From an optimization exercise on the open Yosys and OpenROAD flow, aimed at small area; shortcuts taken in it are not production practice.
Only simulation tests tie the RTL to the original design; equivalence was not proved.
No driver is modelled on the clock port, so clocking that relies on it looks cheaper here than on a real chip.
Power is estimated from default activity; no workload was simulated.

==> flow/design.v (excerpt) <==
module game_core(
    input  logic        clk,
    input  logic        reset,           
    input  logic        frame_clk,       
    input  logic [15:0] keycode,
    input  logic [9:0]  DrawX, DrawY,    
    output logic [2:0]  Health,
    output logic        active_key,
    output logic        dungeon_frame1, dungeon_frame2, dungeon_frame3,
    output logic        initial_frame, final_frame, game_over,
    output logic [9:0]  Monster_X, Monster_Y, Monster_X_2, Monster_Y_2,
    output logic [9:0]  monster_bullet_X_L, monster_bullet_Y_L,
                        monster_bullet_X_R, monster_bullet_Y_R,
                        monster_bullet_X_U, monster_bullet_Y_U,
                        monster_bullet_X_D, monster_bullet_Y_D,
    output logic [9:0]  bullet_X, bullet_Y,
    output logic [9:0]  char_frame_X, char_frame_Y,
    output logic        character_frame,
    output logic        is_character, is_monster1, is_monster2, is_monster3,
    output logic        is_bullet, is_bullet_l, is_bullet_r, is_bullet_u, is_bullet_d,
    output logic        is_heart, is_key,
    output logic [18:0] char_ra, background_ra, monster1_ra, monster2_ra, monster3_ra,
    output logic [18:0] bullet_ra, bullet_l_ra, bullet_r_ra, bullet_u_ra, bullet_d_ra,
    output logic [18:0] heart_ra, key_ra
);
make LEC_CHECK=0 CAP_MARGIN=20 CORE_MARGIN=2 CORE_UTILIZATION=40 SLEW_MARGIN=20 finish   # period 12.0 ns
run.sh (not shown) runs the stock make flow with config.mk's settings and CLKGATE_MAP_FILE= SYNTH_SCRIPT=/design/flow/synth_recipe.tcl, a recipe that flattens the netlist after the stock synthesis.
Then changed:
==> flow/flow/run.sh (new file) <==
#!/bin/bash
# Standard layout, except that the port buffers are the platform's smallest
# buffer (buf_1) instead of the default pick. Every tool's output is kept in
# a log file in the work folder.
set -euo pipefail
bash standard.sh BUFFER_PORTS_ARGS="-buffer_cell sky130_fd_sc_hd__buf_1" finish > standard_flow.log 2>&1
==> flow/standard.sh (new file) <==
#!/bin/bash
# synth_recipe.tcl (not shown) runs the flow's synth.tcl, then flattens the netlist and writes it again
# the make line also repeats each setting of config.mk as NAME=value (left out here)
make -C /OpenROAD-flow-scripts/flow DESIGN_CONFIG=/design/flow/config.mk WORK_HOME=/design/flow/orfs CLKGATE_MAP_FILE= SYNTH_SCRIPT=/design/flow/synth_recipe.tcl "${@:-finish}"
removed: flow/run.sh
Effect: Wire length falls by 7.3%; worst hold slack is worse by 0.020 ns; design area falls by 7.9%; maximum frequency rises by about 0.9%; via count falls by about 2%; clock skew falls by 0.0061 ns.
Then changed:
CTS_BUF_LIST = sky130_fd_sc_hd__clkbuf_2 sky130_fd_sc_hd__clkbuf_4   (was not set)
GPL_TIMING_DRIVEN = 0   (was not set)
Outcome: Final cell count goes up by 4.6%; setup slack got worse by 0.069 ns; global-route usage rose by 0.83 points; wire length grows by about 2.3%; non-clock buffer count rose by 116; sequential power hardly moves; register-to-register slack got worse by 0.91 ns; clock power came out lower by about 5%; first-iteration DRC count went up by about 14%; die area does not change; utilization is higher by 1.2 points.

---

game_core, a different RTL version from the one above (not shown whole).
Size: ~2700 cells after synthesis, roughly 220 flip-flops, roughly 450 I/O pins, ~0.026 mm2 of cells after synthesis.
## game_core
module game_core(
    input  logic        clk,
    input  logic        reset,           
    input  logic        frame_clk,       
    input  logic [15:0] keycode,
    input  logic [9:0]  DrawX, DrawY,    
    output logic [2:0]  Health,
    output logic        active_key,
    output logic        dungeon_frame1, dungeon_frame2, dungeon_frame3,
    output logic        initial_frame, final_frame, game_over,
    output logic [9:0]  Monster_X, Monster_Y, Monster_X_2, Monster_Y_2,
    output logic [9:0]  monster_bullet_X_L, monster_bullet_Y_L,
                        monster_bullet_X_R, monster_bullet_Y_R,
                        monster_bullet_X_U, monster_bullet_Y_U,
                        monster_bullet_X_D, monster_bullet_Y_D,
    output logic [9:0]  bullet_X, bullet_Y,
    output logic [9:0]  char_frame_X, char_frame_Y,
    output logic        character_frame,
    output logic        is_character, is_monster1, is_monster2, is_monster3,
    output logic        is_bullet, is_bullet_l, is_bullet_r, is_bullet_u, is_bullet_d,
    output logic        is_heart, is_key,
    output logic [18:0] char_ra, background_ra, monster1_ra, monster2_ra, monster3_ra,
    output logic [18:0] bullet_ra, bullet_l_ra, bullet_r_ra, bullet_u_ra, bullet_d_ra,
    output logic [18:0] heart_ra, key_ra
);
Settings: LEC_CHECK=0, CAP_MARGIN=20, CORE_MARGIN=2, CORE_UTILIZATION=65, CTS_BUF_LIST=sky130_fd_sc_hd__clkbuf_8, CTS_CLUSTER_DIAMETER=60, CTS_CLUSTER_SIZE=10, SLEW_MARGIN=20; clock period 12.0 ns.
standard.sh (not shown) runs the stock make flow with config.mk's settings and CLKGATE_MAP_FILE= SYNTH_SCRIPT=/design/flow/synth_recipe.tcl, a recipe that flattens the netlist after the stock synthesis.
==> flow/flow/run.sh <==
#!/bin/bash
# Standard layout, except that the port buffers are the platform's smallest
# buffer (buf_1) instead of the default pick, and that after CTS the cells on
# paths with spare slack are downsized (flow/recover.tcl, run as the CTS
# step's POST hook). Every tool's output is kept in a log file in the work
# folder (ORFS's own logs under orfs/logs, make's output in standard_flow.log).
set -euo pipefail
bash standard.sh BUFFER_PORTS_ARGS="-buffer_cell sky130_fd_sc_hd__buf_1" \
    POST_CTS_TCL="$PWD/flow/recover.tcl" SKIP_REPAIR_TIE_FANOUT=1 finish > standard_flow.log 2>&1
==> flow/flow/recover.tcl <==
# After CTS: downsize cells on paths with spare slack to recover area, then
# legalize the placement again.
log_cmd estimate_parasitics -placement
log_cmd repair_timing -recover_power 100 -setup_margin 0.1 -verbose
log_cmd detailed_placement
check_placement -verbose
log_cmd estimate_parasitics -placement
report_worst_slack -max
report_design_area
Next try:
==> flow/flow/run.sh (replaced) <==
#!/bin/bash
# Standard layout, except that the port buffers are the platform's smallest
# buffer (buf_1) instead of the default pick. Every tool's output is kept in
# a log file in the work folder.
set -euo pipefail
bash standard.sh BUFFER_PORTS_ARGS="-buffer_cell sky130_fd_sc_hd__buf_1" finish > standard_flow.log 2>&1
CTS_BUF_LIST = sky130_fd_sc_hd__clkbuf_2 sky130_fd_sc_hd__clkbuf_4   (was sky130_fd_sc_hd__clkbuf_8)
CTS_CLUSTER_DIAMETER = default   (was 60)
CTS_CLUSTER_SIZE = default   (was 10)
removed: flow/flow/recover.tcl
Effect: Routed wire length barely changes; non-clock buffer count goes up by 2; fmax goes up by 3.0%.
Next try:
==> flow/flow/run.sh (replaced) <==
#!/bin/bash
# Standard layout, except that the port buffers are the platform's smallest
# buffer (buf_1) instead of the default pick, and that after CTS the cells on
# paths with spare slack are downsized (flow/recover.tcl, run as the CTS
# step's POST hook). Every tool's output is kept in a log file in the work
# folder (ORFS's own logs under orfs/logs, make's output in standard_flow.log).
set -euo pipefail
bash standard.sh BUFFER_PORTS_ARGS="-buffer_cell sky130_fd_sc_hd__buf_1" \
    POST_CTS_TCL="$PWD/flow/recover.tcl" SKIP_REPAIR_TIE_FANOUT=1 finish > standard_flow.log 2>&1
==> flow/flow/recover.tcl (new file) <==
# After CTS: downsize cells on paths with spare slack to recover area, then
# legalize the placement again.
log_cmd estimate_parasitics -placement
log_cmd repair_timing -recover_power 100 -setup_margin 0.1 -verbose
log_cmd detailed_placement
check_placement -verbose
log_cmd estimate_parasitics -placement
report_worst_slack -max
report_design_area
CTS_BUF_LIST = sky130_fd_sc_hd__clkbuf_4 sky130_fd_sc_hd__clkbuf_8   (was sky130_fd_sc_hd__clkbuf_2 sky130_fd_sc_hd__clkbuf_4)
CTS_CLUSTER_DIAMETER = 75   (was default)
CTS_CLUSTER_SIZE = 8   (was default)
The changed run produced a clean layout.
Register-to-register slack degrades by 490 ps.
Clock skew fell by 35 ps.
Via count goes down by 1.9%.
Sequential share of layout area grows by 0.52 points.
Synthesized cell count is unchanged.
Next try:
==> flow/flow/run.sh (replaced) <==
#!/bin/bash
# Standard layout, except that: the port buffers are the platform's smallest
# buffer (buf_1) instead of the default pick; the constant outputs share one
# tie cell (repair_design buffers its net) instead of one tie cell each; and
# after CTS the cells on paths with spare slack are downsized
# (flow/recover.tcl, run as the CTS step's POST hook). Every tool's output is kept in a log file in the work
# folder (ORFS's own logs under orfs/logs, make's output in standard_flow.log).
set -euo pipefail
bash standard.sh BUFFER_PORTS_ARGS="-buffer_cell sky130_fd_sc_hd__buf_1" \
    POST_CTS_TCL="$PWD/flow/recover.tcl" SKIP_REPAIR_TIE_FANOUT=1 finish > standard_flow.log 2>&1
CTS_BUF_LIST = sky130_fd_sc_hd__clkbuf_8   (was sky130_fd_sc_hd__clkbuf_4 sky130_fd_sc_hd__clkbuf_8)
CTS_CLUSTER_DIAMETER = 60   (was 75)
CTS_CLUSTER_SIZE = 10   (was 8)
After rerunning:
- via count stays flat
- synthesized area stays the same
- wire length went down by 0.36%
- total power falls by 4.0%
- setup slack improved by 88 ps
- die area stays the same
Next try:
==> flow/flow/run.sh (replaced) <==
#!/bin/bash
# Standard layout, except that the port buffers are the platform's smallest
# buffer (buf_1) instead of the default pick, and that after CTS the cells on
# paths with spare slack are downsized (flow/recover.tcl, run as the CTS
# step's POST hook). Every tool's output is kept in a log file in the work
# folder (ORFS's own logs under orfs/logs, make's output in standard_flow.log).
set -euo pipefail
bash standard.sh BUFFER_PORTS_ARGS="-buffer_cell sky130_fd_sc_hd__buf_1" \
    POST_CTS_TCL="$PWD/flow/recover.tcl" SKIP_REPAIR_TIE_FANOUT=1 finish > standard_flow.log 2>&1
CTS_BUF_LIST = sky130_fd_sc_hd__clkbuf_2 sky130_fd_sc_hd__clkbuf_4   (was sky130_fd_sc_hd__clkbuf_8)
CTS_CLUSTER_DIAMETER = default   (was 60)
CTS_CLUSTER_SIZE = default   (was 10)
The changed run produced a clean layout.
Die area is unchanged.
Total power went up by 10%.
Cell area went up by 0.88%.
Via count went up by 0.87%.
Routed wire length went up by 0.57%.
Sequential power stays flat.
Setup slack is worse by 28 ps.
Clock-buffer cell count went up by 56.
Next try:
==> flow/flow/run.sh (replaced) <==
#!/bin/bash
# Standard layout, except that: the port buffers are the platform's smallest
# buffer (buf_1) instead of the default pick; the constant outputs share one
# tie cell (repair_design buffers its net) instead of one tie cell each; and
# after CTS the cells on paths with spare slack are downsized
# (flow/recover.tcl, run as the CTS step's POST hook). Every tool's output is kept in a log file in the work
# folder (ORFS's own logs under orfs/logs, make's output in standard_flow.log).
set -euo pipefail
bash standard.sh BUFFER_PORTS_ARGS="-buffer_cell sky130_fd_sc_hd__buf_1" \
    POST_CTS_TCL="$PWD/flow/recover.tcl" SKIP_REPAIR_TIE_FANOUT=1 finish > standard_flow.log 2>&1
Outcome: Setup slack is unchanged. Routed wire length stays the same. Area after synthesis is unchanged. Total power does not change.

-- port drivers added, routing unchanged --
No port has a modelled driver above. Below, the same layouts with a new extraction and two added sets of constraints.
Step 1 (the two cells are an assumption about what drives the block):
set clk [get_ports {clk}]
set_driving_cell -lib_cell sky130_fd_sc_hd__clkbuf_16 $clk
set_driving_cell -lib_cell sky130_fd_sc_hd__buf_2 [delete_from_list [all_inputs] $clk]
Step 2 adds t to the input delays and takes it off the output delays; t is the mean of the earliest and latest rising clock arrival at the registers after step 1. Input paths then give back, and output paths get back, about the clock's delay inside the block.
Three values: no drivers, after step 1, after step 2; two values: the first two.
run | t, ns | slack for setup (ns) | slew at the worst register clock pin (ns)
the first run of note 1 | 0.661 | 0.225 / 0.197 / 0.017 | 0.07 / 0.07
the second run of note 1 | 0.627 | 0.330 / 0.304 / 0.129 | 0.06 / 0.06
the third run of note 1 | 0.877 | 0.261 / 0.214 / -0.402 | 0.08 / 0.08
the first run of note 2 | 0.734 | 0.397 / 0.341 / -0.262 | 0.09 / 0.09
the second run of note 2 | 0.809 | 0.732 / 0.762 / -0.047 | 0.08 / 0.08
the third run of note 2 | 0.667 | 0.309 / 0.273 / -0.321 | 0.08 / 0.08
the fourth run of note 2 | 0.734 | 0.397 / 0.341 / -0.262 | 0.09 / 0.09
the fifth run of note 2 | 0.825 | 0.370 / 0.315 / -0.238 | 0.09 / 0.09
the sixth run of note 2 | 0.825 | 0.370 / 0.315 / -0.238 | 0.09 / 0.09
With both steps, setup timing fails in 7 of these runs, where it was met with ideal ports. The setup slack of the second run of note 2, which loses most, moves by +0.030 ns with the drivers and by -0.779 ns with both steps.
